Source: an optimization exercise on an open RTL-to-GDS flow (aim: small area). Production flows keep margins and buffers that such runs may drop.
Function was checked by simulation only, so behaviour that the tests miss may differ from the original.
No activity file was given, so power comes from the tool's default toggle rates.

==> v11: inputs <==
==> flow/design.v <==
module morseio(
    input morsein,
    input clk,
    input rst,
    output valid,
    output reg [7:0] s,
    output reg ov
);
reg [14:0] cnt;
reg [6:0] ph;
reg state;
wire e1   = (ph == 7'd100);
wire gap  = (ph == 7'd101);
wire post = e1 | gap;
wire ge100   = cnt >= 15'd100;
wire ge3000  = cnt >= 15'd3000;
wire ge5999  = cnt >= 15'd5999;
wire ge6000  = cnt >= 15'd6000;
wire ge20000 = cnt >= 15'd20000;
assign valid = (e1 & state & ge5999 & ~ge20000) | (gap & ~state & ge6000);
always @(posedge clk) begin
    if (rst || valid) begin
        cnt <= 0;
        ph <= 0;
        if (rst) state <= 0;
    end else begin
        if (e1) begin
            if (!state && ge6000) state <= 1;
            if (state && ge20000) state <= 0;
        end
        if (morsein) begin
            ph <= 0;
            if (post) cnt <= 1;
            else if (!ge20000) cnt <= cnt + 1'b1;
        end else begin
            if (!gap) ph <= ph + 1'b1;
            if (e1) cnt <= state ? 15'd1 : 15'd101;
            else if (gap) cnt <= cnt + 1'b1;
        end
    end
end
always @(posedge clk) begin
    if (ph == 7'd0 && cnt == 15'd0) begin
        s <= 8'd1;
        ov <= 0;
    end else if (e1 && ge100 && !ge6000) begin
        if (ov) begin
            if (s[6]) begin s <= 8'd1; ov <= 0; end
            else s <= {s[6:0], 1'b1};
        end else begin
            if (s[7]) begin s <= 8'd0; ov <= 1; end
            else s <= {s[6:0], ge3000};
        end
    end
end
endmodule
module morseTR(
    input [7:0] s,
    input ov,
    output [16:0] pat,
    output valid
);
wire [49:0] m;
assign m[0] = (s == 8'b00000010);
assign m[1] = (s == 8'b00000011);
assign m[2] = (s == 8'b00000100);
assign m[3] = (s == 8'b00000101);
assign m[4] = (s == 8'b00000110);
assign m[5] = (s == 8'b00000111);
assign m[6] = (s == 8'b00001000);
assign m[7] = (s == 8'b00001001);
assign m[8] = (s == 8'b00001010);
assign m[9] = (s == 8'b00001011);
assign m[10] = (s == 8'b00001100);
assign m[11] = (s == 8'b00001110);
assign m[12] = (s == 8'b00001111);
assign m[13] = (s == 8'b00010000);
assign m[14] = (s == 8'b00010001);
assign m[15] = (s == 8'b00010010);
assign m[16] = (s == 8'b00010100);
assign m[17] = (s == 8'b00010110);
assign m[18] = (s == 8'b00010111);
assign m[19] = (s == 8'b00011000);
assign m[20] = (s == 8'b00011001);
assign m[21] = (s == 8'b00011010);
assign m[22] = (s == 8'b00011011);
assign m[23] = (s == 8'b00011100);
assign m[24] = (s == 8'b00011101);
assign m[25] = (s == 8'b00110001);
assign m[26] = (s == 8'b00111111);
assign m[27] = (s == 8'b00100001);
assign m[28] = (s == 8'b00100011);
assign m[29] = (s == 8'b00100111);
assign m[30] = (s == 8'b00101111);
assign m[31] = (s == 8'b00110000);
assign m[32] = (s == 8'b00111000);
assign m[33] = (s == 8'b00111100);
assign m[34] = (s == 8'b00111110);
assign m[35] = (s == 8'b00110010);
assign m[36] = (s == 8'b00110110);
assign m[37] = (s == 8'b01001100);
assign m[38] = (s == 8'b01101010);
assign m[39] = (s == 8'b01110011);
assign m[40] = (s == 8'b01100001);
assign m[41] = (s == 8'b01101101);
assign m[42] = (s == 8'b01011110);
assign m[43] = (s == 8'b01010101);
assign m[44] = (s == 8'b01111000);
assign m[45] = (s == 8'b01001101);
assign m[46] = (s == 8'b11011001);
assign m[47] = (s == 8'b10101110);
assign m[48] = (s == 8'b10101010);
assign m[49] = (s == 8'b10110010);
assign valid = ~ov & ((|m) | s[7]);
assign pat = ({17{m[0]}} & 17'h080F3)
    | ({17{m[1]}} & 17'h02203)
    | ({17{m[2]}} & 17'h02233)
    | ({17{m[3]}} & 17'h088CF)
    | ({17{m[4]}} & 17'h011CC)
    | ({17{m[5]}} & 17'h005CC)
    | ({17{m[6]}} & 17'h088BB)
    | ({17{m[7]}} & 17'h000FC)
    | ({17{m[8]}} & 17'h098C7)
    | ({17{m[9]}} & 17'h050CC)
    | ({17{m[10]}} & 17'h0223F)
    | ({17{m[11]}} & 17'h008FB)
    | ({17{m[12]}} & 17'h000FF)
    | ({17{m[13]}} & 17'h088CC)
    | ({17{m[14]}} & 17'h044C0)
    | ({17{m[15]}} & 17'h080C3)
    | ({17{m[16]}} & 17'h000F0)
    | ({17{m[17]}} & 17'h088C7)
    | ({17{m[18]}} & 17'h0007C)
    | ({17{m[19]}} & 17'h02A3F)
    | ({17{m[20]}} & 17'h05500)
    | ({17{m[21]}} & 17'h000F3)
    | ({17{m[22]}} & 17'h088BC)
    | ({17{m[23]}} & 17'h04433)
    | ({17{m[24]}} & 17'h010FF)
    | ({17{m[25]}} & 17'h08830)
    | ({17{m[26]}} & 17'h090B3)
    | ({17{m[27]}} & 17'h0888C)
    | ({17{m[28]}} & 17'h0083F)
    | ({17{m[29]}} & 17'h08877)
    | ({17{m[30]}} & 17'h0040C)
    | ({17{m[31]}} & 17'h088FB)
    | ({17{m[32]}} & 17'h0000F)
    | ({17{m[33]}} & 17'h088FF)
    | ({17{m[34]}} & 17'h088BF)
    | ({17{m[35]}} & 17'h04400)
    | ({17{m[36]}} & 17'h01400)
    | ({17{m[37]}} & 17'h12807)
    | ({17{m[38]}} & 17'h04200)
    | ({17{m[39]}} & 17'h04000)
    | ({17{m[40]}} & 17'h08800)
    | ({17{m[41]}} & 17'h04100)
    | ({17{m[42]}} & 17'h00200)
    | ({17{m[43]}} & 17'h0AA00)
    | ({17{m[44]}} & 17'h02200)
    | ({17{m[45]}} & 17'h00030)
    | ({17{m[46]}} & 17'h1000C)
    | ({17{m[47]}} & 17'h09371)
    | ({17{m[48]}} & 17'h10000)
    | ({17{m[49]}} & 17'h00AF7);
endmodule
module morseMain(
    input din,
    input clk,
    input rst,
    output reg [16:0] sixteen_disp
);
wire [7:0] code;
wire code_ov;
wire validio;
wire validtr;
wire [16:0] pat;
reg isiovalid;
morseio io(
    .morsein(din),
    .clk(clk),
    .rst(rst),
    .valid(validio),
    .s(code),
    .ov(code_ov)
);
morseTR tr(
    .s(code),
    .ov(code_ov),
    .pat(pat),
    .valid(validtr)
);
wire upd = (isiovalid || validio) && validtr;
always @(posedge clk)
if (rst) begin
    isiovalid <= 0;
    sixteen_disp <= 0;
end else begin
    if (validio) isiovalid <= 1;
    if (upd) begin
        sixteen_disp <= pat;
        isiovalid <= 0;
    end
end
endmodule
==> flow/run.sh <==
#!/bin/bash
# synth_recipe.tcl (not shown) runs the flow's synth.tcl, then flattens the netlist and writes it again
# the make line also repeats each setting of config.mk as NAME=value (left out here)
make -C /OpenROAD-flow-scripts/flow DESIGN_CONFIG=/design/flow/config.mk WORK_HOME=/design/flow/orfs CLKGATE_MAP_FILE= SYNTH_SCRIPT=/design/flow/synth_recipe.tcl finish
==> flow/config.mk <==
export PLATFORM = sky130hd
export DESIGN_NAME = morseMain
export DESIGN_NICKNAME = morseMain
export VERILOG_FILES = /design/flow/design.v
export SDC_FILE = /design/flow/constraint.sdc
export NUM_CORES = 4
export LEC_CHECK = 0
export CAP_MARGIN = 20
export CORE_MARGIN = 2
export CORE_UTILIZATION = 40
export SLEW_MARGIN = 20
==> flow/constraint.sdc <==
create_clock -name core_clock -period 10.0 [get_ports {clk}]
set_input_delay 2.0000 -clock core_clock [delete_from_list [all_inputs] [get_ports {clk}]]
set_output_delay 2.0000 -clock core_clock [all_outputs]
set_load 0.01 [all_outputs]
==> v9: changes against v11 <==
--- a/flow/design.v
+++ b/flow/design.v
@@ -8,17 +8,21 @@
 );
-reg [14:0] cnt;
+reg [6:0] lo;
+reg [7:0] hi;
 reg [6:0] ph;
 reg state;
-wire e1   = (ph == 7'd100);
-wire gap  = (ph == 7'd101);
-wire post = e1 | gap;
-wire ge100   = cnt >= 15'd100;
-wire ge3000  = cnt >= 15'd3000;
-wire ge5999  = cnt >= 15'd5999;
-wire ge6000  = cnt >= 15'd6000;
-wire ge20000 = cnt >= 15'd20000;
+wire e1   = ph[6] & ph[5] & ph[2] & ~ph[0];    
+wire gap  = ph[6] & ph[5] & ph[2] &  ph[0];    
+wire post = ph[6] & ph[5] & ph[2];
+wire lo99 = lo[6] & lo[5] & lo[1] & lo[0];     
+wire ge100   = |hi;
+wire ge3000  = hi[7] | hi[6] | hi[5] | (hi[4] & hi[3] & hi[2] & hi[1]);
+wire ge6000  = hi[7] | hi[6] | (hi[5] & hi[4] & hi[3] & hi[2]);
+wire ge5999  = ge6000 | (hi == 8'd59 && lo99);
+wire ge20000 = hi[7] & hi[6] & hi[3];
 assign valid = (e1 & state & ge5999 & ~ge20000) | (gap & ~state & ge6000);
+wire inc = ~ge20000 & (morsein ? ~post : gap);
 always @(posedge clk) begin
     if (rst || valid) begin
-        cnt <= 0;
+        lo <= 0;
+        hi <= 0;
         ph <= 0;
@@ -30,10 +34,10 @@
         end
-        if (morsein) begin
-            ph <= 0;
-            if (post) cnt <= 1;
-            else if (!ge20000) cnt <= cnt + 1'b1;
-        end else begin
-            if (!gap) ph <= ph + 1'b1;
-            if (e1) cnt <= state ? 15'd1 : 15'd101;
-            else if (gap) cnt <= cnt + 1'b1;
+        if (morsein) ph <= 0;
+        else if (!gap) ph <= ph + 1'b1;
+        if (post && (morsein || e1)) begin
+            lo <= 7'd1;
+            hi <= (morsein || state) ? 8'd0 : 8'd1;
+        end else if (inc) begin
+            lo <= lo99 ? 7'd0 : lo + 1'b1;
+            if (lo99) hi <= hi + 1'b1;
         end
@@ -42,3 +46,3 @@
 always @(posedge clk) begin
-    if (ph == 7'd0 && cnt == 15'd0) begin
+    if (ph == 7'd0 && lo == 7'd0 && hi == 8'd0) begin
         s <= 8'd1;
@@ -59,3 +63,2 @@
     input ov,
-    output [16:0] pat,
     output valid
@@ -114,2 +117,58 @@
 assign valid = ~ov & ((|m) | s[7]);
+endmodule
+module morseSeg(
+    input [7:0] s,
+    output [16:0] pat
+);
+wire [49:0] m;
+assign m[0] = (s == 8'b00000010);
+assign m[1] = (s == 8'b00000011);
+assign m[2] = (s == 8'b00000100);
+assign m[3] = (s == 8'b00000101);
+assign m[4] = (s == 8'b00000110);
+assign m[5] = (s == 8'b00000111);
+assign m[6] = (s == 8'b00001000);
+assign m[7] = (s == 8'b00001001);
+assign m[8] = (s == 8'b00001010);
+assign m[9] = (s == 8'b00001011);
+assign m[10] = (s == 8'b00001100);
+assign m[11] = (s == 8'b00001110);
+assign m[12] = (s == 8'b00001111);
+assign m[13] = (s == 8'b00010000);
+assign m[14] = (s == 8'b00010001);
+assign m[15] = (s == 8'b00010010);
+assign m[16] = (s == 8'b00010100);
+assign m[17] = (s == 8'b00010110);
+assign m[18] = (s == 8'b00010111);
+assign m[19] = (s == 8'b00011000);
+assign m[20] = (s == 8'b00011001);
+assign m[21] = (s == 8'b00011010);
+assign m[22] = (s == 8'b00011011);
+assign m[23] = (s == 8'b00011100);
+assign m[24] = (s == 8'b00011101);
+assign m[25] = (s == 8'b00110001);
+assign m[26] = (s == 8'b00111111);
+assign m[27] = (s == 8'b00100001);
+assign m[28] = (s == 8'b00100011);
+assign m[29] = (s == 8'b00100111);
+assign m[30] = (s == 8'b00101111);
+assign m[31] = (s == 8'b00110000);
+assign m[32] = (s == 8'b00111000);
+assign m[33] = (s == 8'b00111100);
+assign m[34] = (s == 8'b00111110);
+assign m[35] = (s == 8'b00110010);
+assign m[36] = (s == 8'b00110110);
+assign m[37] = (s == 8'b01001100);
+assign m[38] = (s == 8'b01101010);
+assign m[39] = (s == 8'b01110011);
+assign m[40] = (s == 8'b01100001);
+assign m[41] = (s == 8'b01101101);
+assign m[42] = (s == 8'b01011110);
+assign m[43] = (s == 8'b01010101);
+assign m[44] = (s == 8'b01111000);
+assign m[45] = (s == 8'b01001101);
+assign m[46] = (s == 8'b11011001);
+assign m[47] = (s == 8'b10101110);
+assign m[48] = (s == 8'b10101010);
+assign m[49] = (s == 8'b10110010);
 assign pat = ({17{m[0]}} & 17'h080F3)
@@ -169,3 +228,3 @@
     input rst,
-    output reg [16:0] sixteen_disp
+    output [16:0] sixteen_disp
 );
@@ -175,3 +234,3 @@
 wire validtr;
-wire [16:0] pat;
+reg [7:0] shown;    
 reg isiovalid;
@@ -188,4 +247,7 @@
     .ov(code_ov),
-    .pat(pat),
     .valid(validtr)
+);
+morseSeg seg(
+    .s(shown),
+    .pat(sixteen_disp)
 );
@@ -195,3 +257,3 @@
     isiovalid <= 0;
-    sixteen_disp <= 0;
+    shown <= 0;
 end else begin
@@ -199,3 +261,3 @@
     if (upd) begin
-        sixteen_disp <= pat;
+        shown <= code;
         isiovalid <= 0;
==> impl_results.md <==
- Status: finished clean
- 1st-iter DRT viols: 230
- Logic inverters: 12
- Distinct cells, synth: 72
the above is filed under v9

==> impl_results.md <==
- Status: finished clean
- N_taps: 111
- Comb pwr share: 3.6%
- CTS Root Cell: clkbuf_8
- Hold path startpoint: io.ph[1]$_SDFFE_PP0P_
- RSZ-0062 raised after global routing: false
- Logic inverters: 11
the above is filed under v11

-- what the ideal ports hide --
Ports are ideal in the flow. The routed layouts listed here were re-timed in OpenROAD.
Step 1 (the two cells are an assumption about what drives the block):
set clk [get_ports {clk}]
set_driving_cell -lib_cell sky130_fd_sc_hd__clkbuf_16 $clk
set_driving_cell -lib_cell sky130_fd_sc_hd__buf_2 [delete_from_list [all_inputs] $clk]
Step 2 times the ports against the registers' clock, not the clock port: input delays grow and output delays shrink by t, the midpoint of the rising clock arrivals with the driver on.
a / b / c = ideal ports / drivers / drivers and shift; a / b = the first two.
| run | t (ns) | setup WS [ns] | worst register clock-pin slew, ns | worst slew at a driven data input, ns |
|---|---|---|---|---|
| v11 | 0.338 | 6.024 / 6.024 / 6.024 | 0.10 / 0.10 | 0.03 |
| v9 | 0.320 | 4.470 / 4.440 / 4.760 | 0.08 / 0.08 | 0.03 |
After both steps setup and hold are still met in every run listed.
